This design comes from an exercise in tuning for small area and a short achievable clock period on the open sky130 flow, not from production work. Function was checked by simulation only, so behaviour that the tests miss may differ from the original. No activity file was given, so power comes from the tool's default toggle rates.

==> flow/design.v <==
module alu(
  input   wire  [63:0]    in1       ,
  input   wire  [63:0]    in2       ,
  input   wire  [2:0]     op        ,
  input   wire            in_valid  ,
  output  wire            in_ready  ,
  output  reg   [63:0]    res       ,
  output  reg             out_valid ,
  input   wire            out_ready ,
  input   wire            clk       ,
  input   wire            rstn
);
  wire         sub = op[0] & ~op[1];
  wire [63:0]  b   = sub ? ~in2 : in2;
  wire [63:0]  p   = in1 | b;
  wire [63:0]  g   = gr;
  wire [63:0]  gr  = in1 & b;
  wire [63:0]  c;
  wire g0c1;
  wire pg2;
  wire pp3;
  wire pg4;
  wire pp5;
  wire pg6;
  wire pp7;
  wire pg8;
  wire pp9;
  wire pg10;
  wire pp11;
  wire pg12;
  wire pp13;
  wire pg14;
  wire pp15;
  wire pg16;
  wire pp17;
  wire pg18;
  wire pp19;
  wire pg20;
  wire pp21;
  wire pg22;
  wire pp23;
  wire pg24;
  wire pp25;
  wire pg26;
  wire pp27;
  wire pg28;
  wire pp29;
  wire pg30;
  wire pp31;
  wire pg32;
  wire pp33;
  wire pg34;
  wire pp35;
  wire pg36;
  wire pp37;
  wire pg38;
  wire pp39;
  wire pg40;
  wire pp41;
  wire pg42;
  wire pp43;
  wire pg44;
  wire pp45;
  wire pg46;
  wire pp47;
  wire pg48;
  wire pp49;
  wire pg50;
  wire pp51;
  wire pg52;
  wire pp53;
  wire pg54;
  wire pp55;
  wire pg56;
  wire pp57;
  wire pg58;
  wire pp59;
  wire pg60;
  wire pp61;
  wire pg62;
  wire pp63;
  wire pg64;
  wire pp65;
  wire pg66;
  wire pp67;
  wire pg68;
  wire pp69;
  wire pg70;
  wire pp71;
  wire pg72;
  wire pp73;
  wire pg74;
  wire pp75;
  wire pg76;
  wire pp77;
  wire pg78;
  wire pp79;
  wire pg80;
  wire pp81;
  wire pg82;
  wire pp83;
  wire pg84;
  wire pp85;
  wire pg86;
  wire pp87;
  wire pg88;
  wire pp89;
  wire pg90;
  wire pp91;
  wire pg92;
  wire pp93;
  wire pg94;
  wire pp95;
  wire pg96;
  wire pp97;
  wire pg98;
  wire pp99;
  wire pg100;
  wire pp101;
  wire pg102;
  wire pp103;
  wire pg104;
  wire pp105;
  wire pg106;
  wire pp107;
  wire pg108;
  wire pp109;
  wire pg110;
  wire pp111;
  wire pg112;
  wire pp113;
  wire pg114;
  wire pp115;
  wire pg116;
  wire pp117;
  wire pg118;
  wire pp119;
  wire pg120;
  wire pp121;
  wire pg122;
  wire pp123;
  wire pg124;
  wire pp125;
  wire pg126;
  wire pp127;
  wire pg128;
  wire pp129;
  wire pg130;
  wire pp131;
  wire pg132;
  wire pp133;
  wire pg134;
  wire pp135;
  wire pg136;
  wire pp137;
  wire pg138;
  wire pp139;
  wire pg140;
  wire pp141;
  wire pg142;
  wire pp143;
  wire pg144;
  wire pp145;
  wire pg146;
  wire pp147;
  wire pg148;
  wire pp149;
  wire pg150;
  wire pp151;
  wire pg152;
  wire pp153;
  wire pg154;
  wire pp155;
  wire pg156;
  wire pp157;
  wire pg158;
  wire pp159;
  wire pg160;
  wire pp161;
  wire c162;
  wire c163;
  wire c164;
  wire c165;
  wire c166;
  wire c167;
  wire c168;
  wire c169;
  wire c170;
  wire c171;
  wire c172;
  wire c173;
  wire c174;
  wire c175;
  wire c176;
  wire c177;
  wire c178;
  wire c179;
  wire c180;
  wire c181;
  wire c182;
  wire c183;
  wire c184;
  wire c185;
  wire c186;
  wire c187;
  wire c188;
  wire c189;
  wire c190;
  wire c191;
  wire c192;
  wire c193;
  wire c194;
  wire c195;
  wire c196;
  wire c197;
  wire c198;
  wire c199;
  wire c200;
  wire c201;
  wire c202;
  wire c203;
  wire c204;
  wire c205;
  wire c206;
  assign g0c1 = g[0] | (p[0] & sub);
  assign pg2 = g[1] | (p[1] & g0c1);
  assign pp3 = p[1] & p[0];
  assign pg4 = g[2] | (p[2] & pg2);
  assign pp5 = p[2] & pp3;
  assign pg6 = g[3] | (p[3] & pg4);
  assign pp7 = p[3] & pp5;
  assign pg8 = g[5] | (p[5] & g[4]);
  assign pp9 = p[5] & p[4];
  assign pg10 = g[6] | (p[6] & pg8);
  assign pp11 = p[6] & pp9;
  assign pg12 = g[7] | (p[7] & pg10);
  assign pp13 = p[7] & pp11;
  assign pg14 = g[9] | (p[9] & g[8]);
  assign pp15 = p[9] & p[8];
  assign pg16 = g[10] | (p[10] & pg14);
  assign pp17 = p[10] & pp15;
  assign pg18 = g[11] | (p[11] & pg16);
  assign pp19 = p[11] & pp17;
  assign pg20 = g[13] | (p[13] & g[12]);
  assign pp21 = p[13] & p[12];
  assign pg22 = g[14] | (p[14] & pg20);
  assign pp23 = p[14] & pp21;
  assign pg24 = g[15] | (p[15] & pg22);
  assign pp25 = p[15] & pp23;
  assign pg26 = g[17] | (p[17] & g[16]);
  assign pp27 = p[17] & p[16];
  assign pg28 = g[18] | (p[18] & pg26);
  assign pp29 = p[18] & pp27;
  assign pg30 = g[19] | (p[19] & pg28);
  assign pp31 = p[19] & pp29;
  assign pg32 = g[21] | (p[21] & g[20]);
  assign pp33 = p[21] & p[20];
  assign pg34 = g[22] | (p[22] & pg32);
  assign pp35 = p[22] & pp33;
  assign pg36 = g[23] | (p[23] & pg34);
  assign pp37 = p[23] & pp35;
  assign pg38 = g[25] | (p[25] & g[24]);
  assign pp39 = p[25] & p[24];
  assign pg40 = g[26] | (p[26] & pg38);
  assign pp41 = p[26] & pp39;
  assign pg42 = g[27] | (p[27] & pg40);
  assign pp43 = p[27] & pp41;
  assign pg44 = g[29] | (p[29] & g[28]);
  assign pp45 = p[29] & p[28];
  assign pg46 = g[30] | (p[30] & pg44);
  assign pp47 = p[30] & pp45;
  assign pg48 = g[31] | (p[31] & pg46);
  assign pp49 = p[31] & pp47;
  assign pg50 = g[33] | (p[33] & g[32]);
  assign pp51 = p[33] & p[32];
  assign pg52 = g[34] | (p[34] & pg50);
  assign pp53 = p[34] & pp51;
  assign pg54 = g[35] | (p[35] & pg52);
  assign pp55 = p[35] & pp53;
  assign pg56 = g[37] | (p[37] & g[36]);
  assign pp57 = p[37] & p[36];
  assign pg58 = g[38] | (p[38] & pg56);
  assign pp59 = p[38] & pp57;
  assign pg60 = g[39] | (p[39] & pg58);
  assign pp61 = p[39] & pp59;
  assign pg62 = g[41] | (p[41] & g[40]);
  assign pp63 = p[41] & p[40];
  assign pg64 = g[42] | (p[42] & pg62);
  assign pp65 = p[42] & pp63;
  assign pg66 = g[43] | (p[43] & pg64);
  assign pp67 = p[43] & pp65;
  assign pg68 = g[45] | (p[45] & g[44]);
  assign pp69 = p[45] & p[44];
  assign pg70 = g[46] | (p[46] & pg68);
  assign pp71 = p[46] & pp69;
  assign pg72 = g[47] | (p[47] & pg70);
  assign pp73 = p[47] & pp71;
  assign pg74 = g[49] | (p[49] & g[48]);
  assign pp75 = p[49] & p[48];
  assign pg76 = g[50] | (p[50] & pg74);
  assign pp77 = p[50] & pp75;
  assign pg78 = g[51] | (p[51] & pg76);
  assign pp79 = p[51] & pp77;
  assign pg80 = g[53] | (p[53] & g[52]);
  assign pp81 = p[53] & p[52];
  assign pg82 = g[54] | (p[54] & pg80);
  assign pp83 = p[54] & pp81;
  assign pg84 = g[55] | (p[55] & pg82);
  assign pp85 = p[55] & pp83;
  assign pg86 = g[57] | (p[57] & g[56]);
  assign pp87 = p[57] & p[56];
  assign pg88 = g[58] | (p[58] & pg86);
  assign pp89 = p[58] & pp87;
  assign pg90 = g[59] | (p[59] & pg88);
  assign pp91 = p[59] & pp89;
  assign pg92 = g[61] | (p[61] & g[60]);
  assign pp93 = p[61] & p[60];
  assign pg94 = g[62] | (p[62] & pg92);
  assign pp95 = p[62] & pp93;
  assign pg96 = g[63] | (p[63] & pg94);
  assign pp97 = p[63] & pp95;
  assign pg98 = pg12 | (pp13 & pg6);
  assign pp99 = pp13 & pp7;
  assign pg100 = pg24 | (pp25 & pg18);
  assign pp101 = pp25 & pp19;
  assign pg102 = pg36 | (pp37 & pg30);
  assign pp103 = pp37 & pp31;
  assign pg104 = pg48 | (pp49 & pg42);
  assign pp105 = pp49 & pp43;
  assign pg106 = pg60 | (pp61 & pg54);
  assign pp107 = pp61 & pp55;
  assign pg108 = pg72 | (pp73 & pg66);
  assign pp109 = pp73 & pp67;
  assign pg110 = pg84 | (pp85 & pg78);
  assign pp111 = pp85 & pp79;
  assign pg112 = pg96 | (pp97 & pg90);
  assign pp113 = pp97 & pp91;
  assign pg114 = pg18 | (pp19 & pg98);
  assign pp115 = pp19 & pp99;
  assign pg116 = pg100 | (pp101 & pg98);
  assign pp117 = pp101 & pp99;
  assign pg118 = pg42 | (pp43 & pg102);
  assign pp119 = pp43 & pp103;
  assign pg120 = pg104 | (pp105 & pg102);
  assign pp121 = pp105 & pp103;
  assign pg122 = pg66 | (pp67 & pg106);
  assign pp123 = pp67 & pp107;
  assign pg124 = pg108 | (pp109 & pg106);
  assign pp125 = pp109 & pp107;
  assign pg126 = pg90 | (pp91 & pg110);
  assign pp127 = pp91 & pp111;
  assign pg128 = pg112 | (pp113 & pg110);
  assign pp129 = pp113 & pp111;
  assign pg130 = pg30 | (pp31 & pg116);
  assign pp131 = pp31 & pp117;
  assign pg132 = pg102 | (pp103 & pg116);
  assign pp133 = pp103 & pp117;
  assign pg134 = pg118 | (pp119 & pg116);
  assign pp135 = pp119 & pp117;
  assign pg136 = pg120 | (pp121 & pg116);
  assign pp137 = pp121 & pp117;
  assign pg138 = pg78 | (pp79 & pg124);
  assign pp139 = pp79 & pp125;
  assign pg140 = pg110 | (pp111 & pg124);
  assign pp141 = pp111 & pp125;
  assign pg142 = pg126 | (pp127 & pg124);
  assign pp143 = pp127 & pp125;
  assign pg144 = pg128 | (pp129 & pg124);
  assign pp145 = pp129 & pp125;
  assign pg146 = pg54 | (pp55 & pg136);
  assign pp147 = pp55 & pp137;
  assign pg148 = pg106 | (pp107 & pg136);
  assign pp149 = pp107 & pp137;
  assign pg150 = pg122 | (pp123 & pg136);
  assign pp151 = pp123 & pp137;
  assign pg152 = pg124 | (pp125 & pg136);
  assign pp153 = pp125 & pp137;
  assign pg154 = pg138 | (pp139 & pg136);
  assign pp155 = pp139 & pp137;
  assign pg156 = pg140 | (pp141 & pg136);
  assign pp157 = pp141 & pp137;
  assign pg158 = pg142 | (pp143 & pg136);
  assign pp159 = pp143 & pp137;
  assign pg160 = pg144 | (pp145 & pg136);
  assign pp161 = pp145 & pp137;
  assign c162 = g[4] | (p[4] & pg6);
  assign c163 = pg8 | (pp9 & pg6);
  assign c164 = pg10 | (pp11 & pg6);
  assign c165 = g[8] | (p[8] & pg98);
  assign c166 = pg14 | (pp15 & pg98);
  assign c167 = pg16 | (pp17 & pg98);
  assign c168 = g[12] | (p[12] & pg114);
  assign c169 = pg20 | (pp21 & pg114);
  assign c170 = pg22 | (pp23 & pg114);
  assign c171 = g[16] | (p[16] & pg116);
  assign c172 = pg26 | (pp27 & pg116);
  assign c173 = pg28 | (pp29 & pg116);
  assign c174 = g[20] | (p[20] & pg130);
  assign c175 = pg32 | (pp33 & pg130);
  assign c176 = pg34 | (pp35 & pg130);
  assign c177 = g[24] | (p[24] & pg132);
  assign c178 = pg38 | (pp39 & pg132);
  assign c179 = pg40 | (pp41 & pg132);
  assign c180 = g[28] | (p[28] & pg134);
  assign c181 = pg44 | (pp45 & pg134);
  assign c182 = pg46 | (pp47 & pg134);
  assign c183 = g[32] | (p[32] & pg136);
  assign c184 = pg50 | (pp51 & pg136);
  assign c185 = pg52 | (pp53 & pg136);
  assign c186 = g[36] | (p[36] & pg146);
  assign c187 = pg56 | (pp57 & pg146);
  assign c188 = pg58 | (pp59 & pg146);
  assign c189 = g[40] | (p[40] & pg148);
  assign c190 = pg62 | (pp63 & pg148);
  assign c191 = pg64 | (pp65 & pg148);
  assign c192 = g[44] | (p[44] & pg150);
  assign c193 = pg68 | (pp69 & pg150);
  assign c194 = pg70 | (pp71 & pg150);
  assign c195 = g[48] | (p[48] & pg152);
  assign c196 = pg74 | (pp75 & pg152);
  assign c197 = pg76 | (pp77 & pg152);
  assign c198 = g[52] | (p[52] & pg154);
  assign c199 = pg80 | (pp81 & pg154);
  assign c200 = pg82 | (pp83 & pg154);
  assign c201 = g[56] | (p[56] & pg156);
  assign c202 = pg86 | (pp87 & pg156);
  assign c203 = pg88 | (pp89 & pg156);
  assign c204 = g[60] | (p[60] & pg158);
  assign c205 = pg92 | (pp93 & pg158);
  assign c206 = pg94 | (pp95 & pg158);
  assign c = {c206, c205, c204, pg158, c203, c202, c201, pg156, c200, c199, c198, pg154, c197, c196, c195, pg152, c194, c193, c192, pg150, c191, c190, c189, pg148, c188, c187, c186, pg146, c185, c184, c183, pg136, c182, c181, c180, pg134, c179, c178, c177, pg132, c176, c175, c174, pg130, c173, c172, c171, pg116, c170, c169, c168, pg114, c167, c166, c165, pg98, c164, c163, c162, pg6, pg4, pg2, g0c1, sub};
  wire [63:0]  ci  = (op[2:1] == 2'b01) ? 64'b0 : c;
  wire [63:0]  sum = (in1 & b & ci) | (in1 & ~b & ~ci) | (~in1 & b & ~ci) | (~in1 & ~b & ci);
  wire [63:0]  result = op[2] ? (op[0] ? p : gr) : sum;
  assign in_ready = ~(out_valid & ~out_ready);
  always @(posedge clk) begin
    if (rstn && in_valid && in_ready)
      res <= result;
  end
  always @(posedge clk) begin
    if (!rstn)
      out_valid <= 1'b0;
    else if (in_valid && in_ready)
      out_valid <= 1'b1;
    else if (out_ready)
      out_valid <= 1'b0;
  end
endmodule
==> flow/flow/run.sh <==
#!/bin/bash
# The standard layout (standard.sh), with the input and output ports buffered
# by sky130_fd_sc_hd__buf_1 instead of the default buffer cell. make's full
# output goes to standard.log here; ORFS keeps each step's log under orfs/logs.
set -euo pipefail
bash standard.sh "BUFFER_PORTS_ARGS=-buffer_cell sky130_fd_sc_hd__buf_1" finish > standard.log 2>&1
==> flow/standard.sh <==
#!/bin/bash
# synth_recipe.tcl (not shown) runs the flow's synth.tcl, then flattens the netlist and writes it again
# the make line also repeats each setting of config.mk as NAME=value (left out here)
make -C /OpenROAD-flow-scripts/flow DESIGN_CONFIG=/design/flow/config.mk WORK_HOME=/design/flow/orfs CLKGATE_MAP_FILE= SYNTH_SCRIPT=/design/flow/synth_recipe.tcl "${@:-finish}"
==> flow/config.mk <==
export PLATFORM = sky130hd
export DESIGN_NAME = alu
export DESIGN_NICKNAME = alu
export VERILOG_FILES = /design/flow/design.v
export SDC_FILE = /design/flow/constraint.sdc
export NUM_CORES = 4
export LEC_CHECK = 0
export ABC_AREA = 1
export CAP_MARGIN = 20
export CORE_MARGIN = 2
export CORE_UTILIZATION = 50
export GPL_TIMING_DRIVEN = 0
export SETUP_SLACK_MARGIN = 1.5
export SLEW_MARGIN = 20
==> flow/constraint.sdc <==
create_clock -name core_clock -period 4.6 [get_ports {clk}]
set_input_delay 0.9200 -clock core_clock [delete_from_list [all_inputs] [get_ports {clk}]]
set_output_delay 0.9200 -clock core_clock [all_outputs]
set_load 0.01 [all_outputs]
==> results of run 1 <==
## report_power, final
part / total, mW / switching (mW) / internal, mW
sequential: 0.728 / 0.0113 / 0.717
clock: 0.670 / 0.278 / 0.392
combinational: 1.03 / 0.654 / 0.371
total: 2.42 / 0.944 / 1.48
## cell usage after synthesis
| cell type | count | area [um2] |
|---|---|---|
| nor3_1 | 7 | 35.03 |
| a21oi_1 | 36 | 180.2 |
| nand3b_1 | 11 | 82.58 |
| inv_2 | 4 | 15.01 |
| xnor2_1 | 28 | 245.2 |
| a31oi_1 | 3 | 18.77 |
| nand2_1 | 508 | 1907 |
| clkbuf_1 | 19 | 71.32 |
| inv_1 | 150 | 563.0 |
| edfxtp_1 | 64 | 1922 |
| nand3_2 | 1 | 10.01 |
| o21ai_0 | 36 | 180.2 |
| nand3_1 | 189 | 945.9 |
| nor2_4 | 1 | 11.26 |
| inv_4 | 1 | 6.260 |
| a21oi_2 | 3 | 26.28 |
| or2_1 | 2 | 12.51 |
| mux2i_1 | 1 | 10.01 |
| o22ai_1 | 1 | 6.260 |
| o211ai_1 | 11 | 82.58 |
| xor2_1 | 29 | 254.0 |
| or2_2 | 9 | 56.30 |
| buf_6 | 4 | 45.04 |
| buf_2 | 6 | 30.03 |
| dfxtp_1 | 1 | 20.02 |
| o21ai_1 | 16 | 80.08 |
| nand4_1 | 5 | 31.28 |
| buf_1 | 7 | 26.28 |
| a21o_1 | 2 | 15.01 |
| nor2_1 | 52 | 195.2 |
| nand2_2 | 3 | 18.77 |
| buf_4 | 3 | 22.52 |
| a31o_2 | 1 | 8.760 |
| clkinv_1 | 1 | 3.750 |
## timing repair
item                       in CTS  in global routing
setup buffers                   4                 14
gates cloned                    0                  1
resized for setup              24                 82
setup endpoints to repair      47                 48
pin swaps                       3                 22
## cells by family after synthesis
logic type | after synthesis | share of synthesized area [%]
muxes | 1 | 0.1402
DFF | 65 | 27.20
buffers and inverters | 195 | 10.97
and+or+nand+nor | 788 | 46.31
xor gates and xnor gates | 57 | 6.994
AOI/OAI and AO/OA | 109 | 8.379
## cell type report
cell class	count	area [um2]	share of cell area, %
tap	180	225.2	2.500
timing repair buffer	221	987.2	10.96
clock inverter	3	15.01	0.1666
clock buffer	13	260.3	2.888
inverter	156	595.6	6.610
sequential	65	1942	21.55
buffer	39	284.0	3.152
multi-input combinational	955	4701	52.17
## registers in the layout, indices dropped and copies added (netlist names)
name	cells
res	64
out_valid	1
## worst max path at each step
| stage | startpoint | end | cells past startpoint |
|---|---|---|---|
| 2_1_floorplan | op[0] | res[55]$_DFFE_PP_ | 20 |
| 3_3_place_gp | in_valid | res[41]$_DFFE_PP_ | 3 |
| 3_5_place_dp | op[0] | res[40]$_DFFE_PP_ | 17 |
| 4_1_cts | op[1] | res[55]$_DFFE_PP_ | 20 |
| 5_1_grt | op[1] | res[62]$_DFFE_PP_ | 21 |
| 6_report | op[1] | res[53]$_DFFE_PP_ | 20 |
## layout by cell type (no fill, tap or decap), types with 7 or more instances in the layout
cell type / instances
xnor2_1: 25
a21oi_1: 32
nor2_2: 7
edfxtp_1: 64
nand2_1: 475
nor2_1: 45
o211ai_1: 11
buf_1: 203
clkbuf_1: 18
nand3b_1: 11
o21ai_1: 16
o21ai_0: 36
nand2_2: 32
xor2_1: 26
buf_4: 16
inv_1: 150
clkbuf_16: 10
nand3_2: 9
nand3_1: 181
or2_2: 9
## per-stage QoR
step	cell area [um2]	std cells	hold WS, ns	util, %	worst slack [ns]
6_report	9010	1632	0.5844	64.66	1.555
4_1_cts	8572	1617	0.5863	61.52	1.498
5_1_grt	9010	1632	0.6728	64.66	1.351
3_5_place_dp	8190	1597	0.5789	58.78	0.7926
3_3_place_gp	8118	1593	0.5717	58.26	0.7307
2_1_floorplan	7149	1215	0.6564	-	1.602
## layer usage
metal	share of wire [%]	track usage, %	wire length [um]
met4	2.5	10.65	620
met5	0	0	0
met2	44	48.59	10850
met1	44	44.76	10730
met3	9.2	4.197	2244
## worst min-delay path, cell delays in order, from the launching register on
cell and delay [ns]:
dfxtp_1 0.31, inv_1 0.05, nor2_1 0.06, inv_1 0.07, a21oi_1 0.06
==> flow_metrics.env, run 1 <==
export IMPL_routed_wl_um=24450
export IMPL_reg2reg_to="res[33]$_DFFE_PP_"
export IMPL_fillers=1367
export IMPL_via_count=8597
export IMPL_port_buffers=198
export IMPL_crit_top_cell="nand2_1"
export IMPL_io_pins=201
export IMPL_syn_inst=1215
export IMPL_ant_nets=0
export IMPL_skew_ns=0.006288
export IMPL_die_area_um2=15250
export IMPL_max_stage_delay_ns=0.21
export IMPL_antenna_found_initial=0
export IMPL_finalHoldViolations=0
export IMPL_slew_headroom_pct=34.14
export IMPL_drive_gt1_share_pct=9.711
export IMPL_worstPathRequired_ns=4.70
export IMPL_rsz0062_at_grt="true"
export IMPL_grt_pass1_wl_um=36160
export IMPL_grt_usage_pct=31.33
export IMPL_clk_path_buf_depth=2
export IMPL_peakVddDrop_uv=193.8
export IMPL_synth_net_count=1350
export IMPL_holdPathEnd="out_valid$_SDFFE_PN0P_"
export IMPL_clkLatencyLatePin_ns=0.35
export IMPL_cts_root_buf="clkbuf_16"
export IMPL_wire_per_inst_um=14.98
export IMPL_min_path_type="flip-flop to flip-flop"
export IMPL_critPathKind="input pin to flip-flop"
export IMPL_place_gp_congestion=0.9297
export IMPL_fmax_ghz=0.3285
export IMPL_setup_viol=0
export IMPL_worst_pin_slew_ns=0.9879
export IMPL_r2r_slack_ns=2.88
export IMPL_grt_pass1_vias=7137
export IMPL_crit_family="simple AND/OR/NAND/NOR gates"
export IMPL_holdCritStartpoint="out_valid$_SDFFE_PN0P_"
export IMPL_holdPathStages=4
export IMPL_grt_ovfl_total=0
export IMPL_p_leak_nw=4.678
export IMPL_ys_seq_area_share_pct=27.20
export IMPL_drc=0
export IMPL_critPathArrivalTime_ns=3.14
export IMPL_status="no timing/DRC/antenna violations"
export IMPL_synth_cell_types=34
export IMPL_crit_path_top_delay_cell="a21oi_2"
export IMPL_min_period_ns=3.045
export IMPL_ys_ff_latch=65
export IMPL_drv_cap=0
export IMPL_slew_viol_final=0
export IMPL_crit_path_cell_trace="clkbuf_4, clkinv_4, nand2_8, buf_12, clkbuf_16, xor2_1, nand2_1, nand2_1, nor2_1, nand3_1, nand2_1, inv_1, nand2_4, a21oi_2, buf_4, nand3_1, nand2_1, nand2_1, nand3_1, nand2_1"
export IMPL_regToRegStartpoint="out_valid$_SDFFE_PN0P_"
export IMPL_cp_end_kind="flip-flop"
export IMPL_start_util_pct=51.23
export IMPL_clk_pin_slew_ns=0.06
export IMPL_cp_num_buf_inv=6
export IMPL_cts_sinks=65
export IMPL_htreeDepth=3
export IMPL_crit_path_start_kind="input pin"
export IMPL_drt_initial_drc_count=732
export IMPL_antenna_cells=0
export IMPL_fp_row_count=43
export IMPL_viasPerCell=5.268
export IMPL_grt_max_degree=17
export IMPL_die_width_um=123.5
export IMPL_cts_tree="yes"
export IMPL_syn_cell_area_um2=7138
export IMPL_post_route_period_util_pct=66.19
export IMPL_fin_nets=1582
export IMPL_dr_pass1_iters=6
export IMPL_crit_fanout=11
export IMPL_finalSetupTns_ns=0
export IMPL_fp_dieH_um=123.5
export IMPL_syn_avg_cell_area_um2=5.875
export IMPL_cts_buffers=9
export IMPL_cts_hold_buf=0
export IMPL_powerDensity_nw_per_um2=269.0
export IMPL_core_area_um2=13930
export IMPL_r2r_cells=5
export IMPL_synthToLayoutAreaGrowth_pct=26.22
export IMPL_total_power_mw=2.423
export IMPL_yosys_warnings=1
export IMPL_hpwlAfterDp_um=17800
==> run 2: changes to the inputs <==
--- a/flow/design.v
+++ b/flow/design.v
@@ -433,10 +433,13 @@
   wire [63:0]  sum = (in1 & b & ci) | (in1 & ~b & ~ci) | (~in1 & b & ~ci) | (~in1 & ~b & ci);
   wire [63:0]  result = op[2] ? (op[0] ? p : gr) : sum;
   assign in_ready = ~(out_valid & ~out_ready);
-  always @(posedge clk) begin
-    if (rstn && in_valid && in_ready)
-      res <= result;
-  end
+  wire         ld    = rstn & in_valid & in_ready;
+  wire         s_sum = ld & ~op[2];
+  wire         s_lg  = ld & op[2];
+  wire [63:0]  lg    = op[0] ? p : gr;
+  wire [63:0]  res_d = ({64{s_sum}} & sum) | ({64{s_lg}} & lg) | ({64{~ld}} & res);
+  always @(posedge clk)
+    res <= res_d;
   always @(posedge clk) begin
     if (!rstn)
       out_valid <= 1'b0;
--- a/flow/config.mk
+++ b/flow/config.mk
@@ -9,6 +9,7 @@
 export CAP_MARGIN = 20
 export CORE_MARGIN = 2
 export CORE_UTILIZATION = 50
+export CTS_BUF_LIST = sky130_fd_sc_hd__clkbuf_8
 export GPL_TIMING_DRIVEN = 0
 export SETUP_SLACK_MARGIN = 1.5
 export SLEW_MARGIN = 20
==> run 2 against run 1 <==
Design area fell by 3.2%. Via count increased by 8.9%. Combinational power increased by 13%. Die area rose by 0.28%. Register-to-register slack worse by 0.95 ns. Critical endpoint is now res[0]$_DFF_P_. Total power is 6.7% higher. First-iteration DRC count increased by 11%. Worst hold slack got worse by 0.12 ns. Cell count increased by 6.1%. Non-clock buffer count grew 3. Wire length grew 11%. Synthesized cell count up 8.6%.
==> flow_metrics.env, run 2 <==
export IMPL_status="no timing/DRC/antenna violations"
export IMPL_synth_area_leader_cell="nand2_1"
export IMPL_syn_cell_area_um2=7159
export IMPL_synth_async_reset_ratio_pct=0
export IMPL_fin_hold_ws_ns=0.4639
export IMPL_slew_viol_final=0
export IMPL_via_count=9365
export IMPL_pwr_share_comb_pct=45.0
export IMPL_multi_input_area_um2=5082
export IMPL_finalSetupTns_ns=0
export IMPL_fin_nets=1680
export IMPL_die_area_um2=15290
export IMPL_cts_buffers=9
export IMPL_min_period_ns=2.965
export IMPL_rsz0062_at_grt="false"
export IMPL_drc=0
export IMPL_max_stage_delay_ns=0.74
export IMPL_clk_path_buf_depth=2
export IMPL_pwr_share_seq_pct=30.1
export IMPL_crit_path_cell_trace="buf_1, inv_1, nor3_1, inv_1, nor2_1, clkbuf_1, nand3_1, o311ai_0"
export IMPL_synth_top_family_by_area="simple AND/OR/NAND/NOR gates"
export IMPL_switchingPower_mw=1.100
export IMPL_hpwlAfterDp_um=19510
export IMPL_port_buffers=200
export IMPL_yosys_top_cells_count="nand2_1 (545), nand3_1 (218), inv_1 (162)"
export IMPL_largest_reg_flops=64
export IMPL_r2r_cells=8
export IMPL_post_route_period_util_pct=64.46
export IMPL_ys_dominant_reg_cell="dfxtp_1"
export IMPL_synth_most_common_cell="nand2_1"
export IMPL_grt_usage_pct=34.35
export IMPL_cts_root_buf="clkbuf_8"
export IMPL_cp_num_buf_inv=4
export IMPL_fillers=1504
export IMPL_synth_net_count=1454
export IMPL_crit_top_cell="inv_1"
export IMPL_worstPathRequired_ns=4.86
export IMPL_finalHoldViolations=0
export IMPL_grt_pass1_wl_um=39810
export IMPL_synthSimpleGateAreaFrac_pct=53.41
export IMPL_setup_viol=0
export IMPL_ys_ff_latch=65
export IMPL_reg2reg_to="res[0]$_DFF_P_"
export IMPL_crit_fanout=10
export IMPL_fp_dieH_um=123.7
export IMPL_grt_ovfl_total=0
export IMPL_total_power_mw=2.585
export IMPL_ys_seq_area_share_pct=18.18
export IMPL_powerDensity_nw_per_um2=296.4
export IMPL_wire_per_inst_um=15.66
export IMPL_yosys_warnings=1
export IMPL_holdCritStartpoint="res[30]$_DFF_P_"
export IMPL_grt_pass1_vias=7693
export IMPL_io_pins=201
export IMPL_cts_tree="yes"
export IMPL_r2r_slack_ns=1.93
export IMPL_slew_headroom_pct=32.44
export IMPL_clkLatencyLatePin_ns=0.38
export IMPL_final_common_cell="nand2_1"
export IMPL_fmax_ghz=0.3372
export IMPL_synth_xor_area_share_pct=5.697
export IMPL_syn_avg_cell_area_um2=5.428
export IMPL_skew_ns=0.01396
export IMPL_viasPerCell=5.410
export IMPL_cp_end_kind="flip-flop"
export IMPL_worst_pin_slew_ns=1.013
export IMPL_synthToLayoutAreaGrowth_pct=21.85
export IMPL_antenna_found_initial=1
export IMPL_cts_hold_buf=0
export IMPL_final_cell_mix="nand2_1 (533), nand3_1 (213), buf_1 (205)"
export IMPL_p_leak_nw=4.728
export IMPL_die_width_um=123.7
export IMPL_holdPathStages=2
export IMPL_drive_gt1_share_pct=8.452
export IMPL_grt_max_degree=12
export IMPL_core_area_um2=13930
export IMPL_synth_mux_area_share_pct=0
export IMPL_critPathKind="input pin to flip-flop"
export IMPL_top_register="res"
export IMPL_crit_path_top_delay_cell="clkbuf_1"
export IMPL_final_core_utilization_pct=62.60
export IMPL_holdPathEnd="res[30]$_DFF_P_"
export IMPL_synth_top_area_share_pct=28.57
export IMPL_routed_wl_um=27110
export IMPL_critPathArrivalTime_ns=3.22
export IMPL_synth_compound_area_share_pct=10.07
export IMPL_syn_inst=1319
export IMPL_power_share_switching_pct=42.53
export IMPL_start_util_pct=51.38
export IMPL_synth_area_leaders="nand2_1 (29%), dfxtp_1 (18%), nand3_1 (15%)"
export IMPL_cts_sinks=65
export IMPL_fp_row_count=43
export IMPL_place_gp_congestion=0.9243
export IMPL_synth_cell_types=45
export IMPL_power_frac_clock_pct=24.9
export IMPL_crit_path_start_kind="input pin"
export IMPL_htreeDepth=3
export IMPL_p_int_mw=1.486
export IMPL_synth_adder_area_share_pct=0
export IMPL_ant_nets=0
export IMPL_synth_edf_count=0
export IMPL_drv_cap=0
export IMPL_largestRegisters="res x64, out_valid x1"
export IMPL_regToRegStartpoint="out_valid$_SDFFE_PN0P_"
export IMPL_min_path_type="flip-flop to flip-flop"
export IMPL_seq_area_um2=1301
export IMPL_peakVddDrop_uv=154.1
export IMPL_dr_pass1_iters=5
export IMPL_clk_pin_slew_ns=0.07
export IMPL_drt_initial_drc_count=816
export IMPL_crit_family="simple AND/OR/NAND/NOR gates"
## run 2: cell types whose count changed after synthesis, sizes merged, moves of 9 or more
cell,delta
xor2,-9
nand3,+29
a32oi,+22
edfxtp,-64
a211oi,+9
dfxtp,+64
nand2,+54
o21ai,-32
nand4,+10
inv,+14
## run 2: final cells by class
type	count	area share [%]
sequential	65	14.92
buffer	48	3.600
clock inverter	6	1.219
inverter	170	7.344
timing repair buffer	215	10.47
tap	180	2.582
multi-input combinational	1036	58.26
clock buffer	10	1.578
antenna	1	0.02869
## run 2: metrics by stage
stage	setup WS, ns	instance area (um2)	instances
after global routing	1.478	8721	1730
after floorplan	1.840	7159	1319
after CTS	1.508	8379	1715
final	1.635	8723	1731
after global placement	1.139	8135	1699
after detailed placement	1.125	8135	1699
## run 2: how the worst max path moves through the flow
stage | startpoint | to | slack (ns) | depth (start not counted)
global placement | op[0] | res[58]$_DFF_P_ | 1.14 | 23
finish | in_valid | res[0]$_DFF_P_ | 1.63 | 8
floorplan | op[0] | res[54]$_DFF_P_ | 1.84 | 21
CTS | op[0] | res[59]$_DFF_P_ | 1.51 | 23
detailed placement | op[0] | res[59]$_DFF_P_ | 1.13 | 23
global route | op[0] | res[63]$_DFF_P_ | 1.48 | 22
## run 2: per-layer routing
layer | GRT usage [%] | vias to the layer above | part of all wire [%]
li1 | - | 4686 | -
met1 | 47.36 | 4148 | 44
met2 | 54.40 | 468 | 43
met3 | 5.723 | 63 | 9.8
met4 | 11.22 | 0 | 2.8
met5 | 0 | - | 0
## run 2: repair_timing
item,CTS,global route
hold endpoints to repair,0,0
buffers inserted,0,13
resized for setup,0,51
setup endpoints to repair,0,38
## run 2: logic make-up after synthesis
logic type	after synthesis
AND/OR/NAND/NOR	884
flip-flops	65
XOR/XNOR	44
AO/OA/AOI/OAI	108
buffers and inverters	218
## run 2: power by group through the flow
stage               clock [mW]  combinational (mW)  sequential (mW)
floorplan                    0               0.710            0.834
global placement             0                1.08            0.786
detailed placement           0                1.10            0.787
CTS                      0.642                1.10            0.775
global route             0.662                1.30            0.790
finish                   0.643                1.16            0.778
## run 2: worst register-to-register path: stages, from the launching register on
cell and delay [ns]:
dfxtp_1 0.32, inv_1 0.05, nor2_1 0.04, nor3_1 0.39, inv_1 0.11, nor2_1 0.62, clkbuf_1 0.74, nand3_1 0.15
o311ai_0 0.13
==> run 3: changes to the inputs <==
--- a/flow/design.v
+++ b/flow/design.v
@@ -10,7 +10,7 @@
   input   wire            clk       ,
   input   wire            rstn
 );
-  wire         sub = op[0] & ~op[1];
+  wire         sub = op[0];
   wire [63:0]  b   = sub ? ~in2 : in2;
   wire [63:0]  p   = in1 | b;
   wire [63:0]  g   = gr;
@@ -431,12 +431,12 @@
   assign c = {c206, c205, c204, pg158, c203, c202, c201, pg156, c200, c199, c198, pg154, c197, c196, c195, pg152, c194, c193, c192, pg150, c191, c190, c189, pg148, c188, c187, c186, pg146, c185, c184, c183, pg136, c182, c181, c180, pg134, c179, c178, c177, pg132, c176, c175, c174, pg130, c173, c172, c171, pg116, c170, c169, c168, pg114, c167, c166, c165, pg98, c164, c163, c162, pg6, pg4, pg2, g0c1, sub};
   wire [63:0]  ci  = (op[2:1] == 2'b01) ? 64'b0 : c;
   wire [63:0]  sum = (in1 & b & ci) | (in1 & ~b & ~ci) | (~in1 & b & ~ci) | (~in1 & ~b & ci);
-  wire [63:0]  result = op[2] ? (op[0] ? p : gr) : sum;
+  wire [63:0]  result = op[2] ? (op[0] ? (in1 | in2) : gr) : sum;
   assign in_ready = ~(out_valid & ~out_ready);
   wire         ld    = rstn & in_valid & in_ready;
   wire         s_sum = ld & ~op[2];
   wire         s_lg  = ld & op[2];
-  wire [63:0]  lg    = op[0] ? p : gr;
+  wire [63:0]  lg    = op[0] ? (in1 | in2) : gr;
   wire [63:0]  res_d = ({64{s_sum}} & sum) | ({64{s_lg}} & lg) | ({64{~ld}} & res);
   always @(posedge clk)
     res <= res_d;
==> run 3 against run 2 <==
Wire length fell by 1.2%. Highest routed layer unchanged. Still clean. Utilization fell by 2.4 points. Sequential power fell by 0.9%. Total power fell by 7.5%. Non-clock buffer count fell by 18.
==> flow_metrics.env, run 3 <==
export IMPL_critPathKind="input pin to flip-flop"
export IMPL_synth_most_common_cell="nand2_1"
export IMPL_ant_nets=0
export IMPL_synth_area_leader_cell="nand2_1"
export IMPL_cts_tree="yes"
export IMPL_ys_dominant_reg_cell="dfxtp_1"
export IMPL_fp_dieH_um=123.8
export IMPL_power_share_switching_pct=43.52
export IMPL_final_cell_mix="nand2_1 (512), buf_1 (205), nand3_1 (191)"
export IMPL_synth_edf_count=0
export IMPL_via_count=9452
export IMPL_wire_per_inst_um=15.17
export IMPL_powerDensity_nw_per_um2=284.9
export IMPL_min_path_type="flip-flop to flip-flop"
export IMPL_peakVddDrop_uv=157.9
export IMPL_clkLatencyLatePin_ns=0.38
export IMPL_ys_ff_latch=65
export IMPL_antenna_found_initial=1
export IMPL_drive_gt1_share_pct=4.096
export IMPL_syn_avg_cell_area_um2=5.230
export IMPL_max_stage_delay_ns=0.19
export IMPL_yosys_warnings=1
export IMPL_fillers=1557
export IMPL_die_area_um2=15320
export IMPL_min_period_ns=2.913
export IMPL_pwr_share_seq_pct=32.2
export IMPL_routed_wl_um=26800
export IMPL_finalHoldViolations=0
export IMPL_hpwlAfterDp_um=20050
export IMPL_p_leak_nw=4.563
export IMPL_drt_initial_drc_count=825
export IMPL_worst_pin_slew_ns=1.010
export IMPL_syn_inst=1371
export IMPL_cp_end_kind="flip-flop"
export IMPL_pwr_share_comb_pct=45.0
export IMPL_crit_top_cell="nand2_1"
export IMPL_synth_net_count=1506
export IMPL_syn_cell_area_um2=7171
export IMPL_antenna_cells=0
export IMPL_grt_max_degree=11
export IMPL_switchingPower_mw=1.041
export IMPL_worstPathRequired_ns=4.88
export IMPL_final_core_utilization_pct=60.24
export IMPL_largestRegisters="res x64, out_valid x1"
export IMPL_critPathArrivalTime_ns=3.19
export IMPL_die_width_um=123.8
export IMPL_crit_path_top_delay_cell="buf_6"
export IMPL_synthToLayoutAreaGrowth_pct=17.07
export IMPL_finalSetupTns_ns=0
export IMPL_placed_area_um2=8143
export IMPL_p_int_mw=1.351
export IMPL_drc=0
export IMPL_yosys_top_cells_count="nand2_1 (513), nand3_1 (192), inv_1 (169)"
export IMPL_synth_area_leaders="nand2_1 (27%), dfxtp_1 (18%), nand3_1 (13%)"
export IMPL_dr_pass1_iters=5
export IMPL_crit_family="simple AND/OR/NAND/NOR gates"
export IMPL_synth_top_area_share_pct=26.85
export IMPL_status="no timing/DRC/antenna violations"
export IMPL_rsz0062_at_grt="true"
export IMPL_cts_sinks=65
export IMPL_place_gp_congestion=0.9605
export IMPL_start_util_pct=51.46
export IMPL_cp_num_buf_inv=3
export IMPL_fp_row_count=43
export IMPL_viasPerCell=5.349
export IMPL_power_frac_clock_pct=22.8
export IMPL_ys_seq_area_share_pct=18.15
export IMPL_grt_usage_pct=34.79
export IMPL_fin_hold_ws_ns=0.4719
export IMPL_skew_ns=0.009485
export IMPL_synth_async_reset_ratio_pct=0
export IMPL_setup_viol=0
export IMPL_htreeDepth=3
export IMPL_final_cells=1767
export IMPL_postLayoutCellArea_um2=8394
export IMPL_crit_path_start_kind="input pin"
export IMPL_slew_headroom_pct=32.65
export IMPL_cts_buffers=9
export IMPL_clk_pin_slew_ns=0.08
export IMPL_drv_cap=0
export IMPL_port_buffers=199
export IMPL_crit_fanout=10
export IMPL_fin_nets=1717
export IMPL_largest_reg_flops=64
export IMPL_cts_root_buf="clkbuf_8"
export IMPL_grt_pass1_wl_um=40050
export IMPL_crit_path_cell_trace="buf_4, inv_2, buf_6, nand2_1, nand3b_1, nand3_1, nor2_1, nand3_1, nand2_1, nand2_1, nand2_2, nand2_2, nand2_8, nand2_1, nand2_1, nand3_1, nand2_1, nand2_1, nand3_1, nand2_1"
export IMPL_post_route_period_util_pct=63.33
export IMPL_io_pins=201
export IMPL_grt_pass1_vias=7973
export IMPL_synth_cell_types=38
export IMPL_slew_viol_final=0
export IMPL_grt_ovfl_total=0
export IMPL_top_register="res"
export IMPL_core_area_um2=13930
export IMPL_dp_cells=1750
export IMPL_fmax_ghz=0.3433
export IMPL_final_common_cell="nand2_1"
export IMPL_clk_path_buf_depth=2
run 3: changes by cell type in the layout (fill, tap and decap cells not counted), sizes merged, moves of 19 or more:
cell,before,now
a32oi,22,2
a21oi,34,76
nand2,565,518
o21ai,20,41
nor2,49,111
nor3,7,26
nand3,219,192
run 3: what timing repair did:
item,4_1_cts,5_1_grt
buffers inserted,0,1
endpoints found under the setup margin,0,29
resized for setup,0,9
hold buffers,0,0
run 3: cell families (layout without fill, tap and decap cells):
| kind of cell | after synthesis | in the layout | synth area share, % |
|---|---|---|---|
| compound gates | 170 | 170 | 13.92 |
| xor+xnor | 23 | 23 | 2.809 |
| buf+inv | 222 | 438 | 12.53 |
| flops | 65 | 65 | 18.15 |
| simple gates | 891 | 891 | 52.59 |
run 3: cell type report:
class	instances	area (um2)	share of cell area [%]
buffer	45	247.7	2.951
clock buffer	15	206.4	2.459
clock inverter	1	5.005	0.05962
inverter	177	664.4	7.915
multi-input combinational	1084	4990	59.44
sequential	65	1301	15.50
tap	180	225.2	2.683
timing repair buffer	200	754.5	8.988
run 3: worst min-delay path: cells and delay by family (launching register included):
kind               cells  cell delay, ns
AOI/OAI and AO/OA      1            0.06
DFF                    1            0.33
and+or+nand+nor        1            0.05
run 3: per-layer routing:
layer	track usage (%)	wire length (um)	vias to the layer above
li1	-	-	4839
met1	45.07	11470	4153
met2	55.77	11800	402
met3	8.745	2660	58
met4	12.78	872	0
met5	0	0	-
run 3: path summary, 6_finish.rpt:
path	from	endpoint	slack (ns)	cells after the start
setup / recovery	op[0]	res[38]$_DFF_P_	1.69	20
hold / removal	res[44]$_DFF_P_	res[44]$_DFF_P_	0.47	2
setup reg to reg	out_valid$_SDFFE_PN0P_	res[7]$_DFF_P_	2.14	8
hold reg to reg	res[44]$_DFF_P_	res[44]$_DFF_P_	0.47	2
run 3: metrics by stage:
stage	power (mW)	worst slack (ns)
6_report	2.391	1.687
4_1_cts	2.380	1.550
3_3_place_gp	1.814	1.091
2_1_floorplan	1.495	1.852
5_1_grt	2.570	1.478
3_5_place_dp	1.831	1.136
run 3: power groups by stage:
| stage | logic (mW) | clock network (mW) | registers (mW) |
|---|---|---|---|
| finish | 1.08 | 0.545 | 0.771 |
| global route | 1.22 | 0.572 | 0.781 |
| CTS | 1.06 | 0.556 | 0.768 |
| detailed placement | 1.05 | 0 | 0.780 |
| global placement | 1.04 | 0 | 0.778 |
| floorplan | 0.669 | 0 | 0.825 |
==> run 4: changes to the inputs <==
==> flow/run.sh (new file) <==
#!/bin/bash
# synth_recipe.tcl (not shown) runs the flow's synth.tcl, then flattens the netlist and writes it again
# the make line also repeats each setting of config.mk as NAME=value (left out here)
make -C /OpenROAD-flow-scripts/flow DESIGN_CONFIG=/design/flow/config.mk WORK_HOME=/design/flow/orfs CLKGATE_MAP_FILE= SYNTH_SCRIPT=/design/flow/synth_recipe.tcl finish
removed: flow/flow/run.sh
removed: flow/standard.sh
==> run 4 against run 3 <==
Utilization up 9.6 points. Synthesized area unchanged. Die area unchanged. Sequential cell count unchanged. Combinational power up 23%. Worst hold slack worse by 0.0051 ns. Critical path depth down 12. Maximum frequency down 7.4%. Global-route usage up 0.78 points. Largest power group unchanged. Sequential share of layout area down 2.1 points. Highest routed layer unchanged. Total power up 11%. Sequential power about the same.
==> flow_metrics.env, run 4 <==
export IMPL_setup_viol=0
export IMPL_fmax_ghz=0.3180
export IMPL_cts_sinks=65
export IMPL_crit_path_cell_trace="clkdlybuf4s50_1, inv_1, nor3_1, inv_1, nor2_1, buf_1, o21ai_0, nand3_1"
export IMPL_clk_path_buf_depth=2
export IMPL_ys_ff_latch=65
export IMPL_finalSetupTns_ns=0
export IMPL_drv_cap=0
export IMPL_start_util_pct=51.46
export IMPL_rsz0062_at_grt="true"
export IMPL_r2r_cells=8
export IMPL_status="no timing/DRC/antenna violations"
export IMPL_slew_viol_final=0
export IMPL_critPathKind="input pin to flip-flop"
export IMPL_final_common_cell="nand2_1"
export IMPL_synth_cell_types=38
export IMPL_final_cell_mix="nand2_1 (501), clkdlybuf4s50_1 (198), nand3_1 (189)"
export IMPL_syn_inst=1371
export IMPL_grt_usage_pct=35.57
export IMPL_io_pins=201
export IMPL_dr_pass1_iters=6
export IMPL_skew_ns=0.006069
export IMPL_synth_async_reset_ratio_pct=0
export IMPL_min_period_ns=3.145
export IMPL_synth_edf_count=0
export IMPL_holdPathStages=2
export IMPL_slew_headroom_pct=32.28
export IMPL_yosys_warnings=1
export IMPL_ys_dominant_reg_cell="dfxtp_1"
export IMPL_place_gp_congestion=0.9658
export IMPL_syn_cell_area_um2=7171
export IMPL_powerDensity_nw_per_um2=273.4
export IMPL_clk_pin_slew_ns=0.08
export IMPL_hpwlAfterDp_um=20290
export IMPL_critPathArrivalTime_ns=3.47
export IMPL_synth_area_leaders="nand2_1 (27%), dfxtp_1 (18%), nand3_1 (13%)"
export IMPL_routed_wl_um=27660
export IMPL_top_register="res"
export IMPL_holdPathEnd="res[30]$_DFF_P_"
export IMPL_via_count=9711
export IMPL_min_path_type="flip-flop to flip-flop"
export IMPL_cts_hold_buf=0
export IMPL_ant_nets=0
export IMPL_clkLatencyLatePin_ns=0.38
export IMPL_cts_buffers=9
export IMPL_cts_root_buf="clkbuf_8"
export IMPL_grt_ovfl_total=0
export IMPL_grt_pass1_vias=8222
export IMPL_core_area_um2=13930
export IMPL_worstPathRequired_ns=4.92
export IMPL_grt_pass1_wl_um=41060
export IMPL_antenna_cells=0
export IMPL_crit_family="buffers and inverters"
export IMPL_synth_area_leader_cell="nand2_1"
export IMPL_crit_path_top_delay_cell="buf_1"
export IMPL_fin_nets=1719
export IMPL_port_buffers=199
export IMPL_cp_end_kind="flip-flop"
export IMPL_largest_reg_flops=64
export IMPL_synthToLayoutAreaGrowth_pct=35.72
export IMPL_crit_path_start_kind="input pin"
export IMPL_viasPerCell=5.490
export IMPL_die_area_um2=15320
export IMPL_reg2reg_to="res[9]$_DFF_P_"
export IMPL_syn_avg_cell_area_um2=5.230
export IMPL_crit_top_cell="inv_1"
export IMPL_cts_tree="yes"
export IMPL_worst_pin_slew_ns=1.016
export IMPL_yosys_top_cells_count="nand2_1 (513), nand3_1 (192), inv_1 (169)"
export IMPL_crit_fanout=10
export IMPL_p_leak_nw=5.151
export IMPL_finalHoldViolations=0
export IMPL_wire_per_inst_um=15.64
export IMPL_antenna_found_initial=0
export IMPL_htreeDepth=3
export IMPL_largestRegisters="res x64, out_valid x1"
export IMPL_drc=0
export IMPL_drive_gt1_share_pct=5.664
export IMPL_total_power_mw=2.661
export IMPL_peakVddDrop_uv=188.0
export IMPL_synth_most_common_cell="nand2_1"
export IMPL_cp_num_buf_inv=4
export IMPL_fp_row_count=43
export IMPL_synth_top_area_share_pct=26.85
export IMPL_max_stage_delay_ns=0.72
export IMPL_die_width_um=123.8
export IMPL_grt_max_degree=11
export IMPL_ys_seq_area_share_pct=18.15
export IMPL_fp_dieH_um=123.8
export IMPL_r2r_slack_ns=2.13
export IMPL_regToRegStartpoint="out_valid$_SDFFE_PN0P_"
export IMPL_synth_net_count=1506
export IMPL_holdCritStartpoint="res[30]$_DFF_P_"
export IMPL_drt_initial_drc_count=935
export IMPL_post_route_period_util_pct=68.37
run 4: what timing repair did:
| action | CTS | global route |
|---|---|---|
| setup endpoints to repair | 46 | 54 |
| pin swaps | 0 | 10 |
| buffers inserted | 0 | 2 |
| resized for setup | 3 | 36 |
| gates cloned | 0 | 1 |
run 4: final cells by class:
| cell class | instances | area [um2] |
|---|---|---|
| plain buffers | 45 | 247.7 |
| repair buffers | 201 | 2009 |
| clock buffers | 12 | 165.2 |
| multi-input cells | 1085 | 5076 |
| clock inverters | 4 | 42.54 |
| inverters | 177 | 664.4 |
| flip-flops and latches | 65 | 1301 |
| well taps | 180 | 225.2 |
| fillers | 1335 | 4203 |
run 4: worst max path at each step:
stage	slack, ns	depth (start not counted)	from	to
floorplan	1.85	20	op[0]	res[63]$_DFF_P_
global placement	0.65	9	op[2]	res[54]$_DFF_P_
detailed placement	0.67	9	op[2]	res[54]$_DFF_P_
CTS	1.51	8	op[2]	res[3]$_DFF_P_
global route	1.37	8	in_valid	res[26]$_DFF_P_
finish	1.46	8	in_valid	res[9]$_DFF_P_
run 4: per-layer routing:
layer	track usage [%]	wire length (um)
met5	0	0
met3	5.952	3121
met1	46.48	11310
met2	57.14	12190
met4	16.48	1047
run 4: where the power goes:
part           internal (mW)  switching (mW)
Clock                  0.291           0.268
Sequential             0.692          0.0762
Combinational          0.610           0.724
Total                   1.59            1.07
run 4: cells by family after synthesis:
logic type / Yosys count / synth area share [%]
simple gates: 891 / 52.59
flops: 65 / 18.15
compound gates: 170 / 13.92
xor+xnor: 23 / 2.809
buf+inv: 222 / 12.53
run 4: worst register-to-register path, cell delays in order (launching register included):
cell and delay (ns):
dfxtp_1 0.32, inv_1 0.05, nor2_1 0.05, nor3_1 0.28, inv_1 0.12, nor2_1 0.58, buf_1 0.72, o21ai_0 0.20
nand3_1 0.11
run 4: per-stage QoR:
step	hold slack, ns	area, um2	worst slack [ns]	utilization [%]	cells
after detailed placement	0.4496	9388	0.6674	67.37	1750
after floorplan	0.5009	7171	1.852	-	1371
after CTS	0.4688	9604	1.515	68.92	1766
final	0.4668	9732	1.455	69.84	1769
after global routing	0.4936	9732	1.365	69.84	1769
after global placement	0.4494	9388	0.6515	67.37	1750

[what the ideal ports hide]
Ports are ideal in the flow. The routed layouts listed here were re-timed in OpenROAD. Step 1 (the two cells are an assumption about what drives the block):
set clk [get_ports {clk}]
set_driving_cell -lib_cell sky130_fd_sc_hd__clkbuf_16 $clk
set_driving_cell -lib_cell sky130_fd_sc_hd__buf_2 [delete_from_list [all_inputs] $clk]
Step 2 times the ports against the registers' clock, not the clock port: input delays grow and output delays shrink by t, the midpoint of the rising clock arrivals with the driver on. a / b / c = ideal / step 1 / step 2; a / b = the first two.
run | t (ns) | setup WS [ns] | hold slack, ns | worst register clock-pin slew, ns | pins driven straight from the clock port
run 1 | 0.390 | 1.555 / 1.576 / 1.186 | 0.584 / 0.584 / 0.584 | 0.06 / 0.06 | 1
run 2 | 0.414 | 1.635 / 1.651 / 1.237 | 0.464 / 0.464 / 0.464 | 0.09 / 0.09 | 1
run 3 | 0.414 | 1.687 / 1.700 / 1.286 | 0.472 / 0.472 / 0.472 | 0.08 / 0.08 | 1
run 4 | 0.413 | 1.455 / 1.468 / 1.055 | 0.467 / 0.467 / 0.467 | 0.08 / 0.08 | 1
After both steps every run listed still meets setup and hold. For run 3, which loses most, drivers alone change the setup slack by +0.013 ns; drivers and shift together by -0.401 ns.
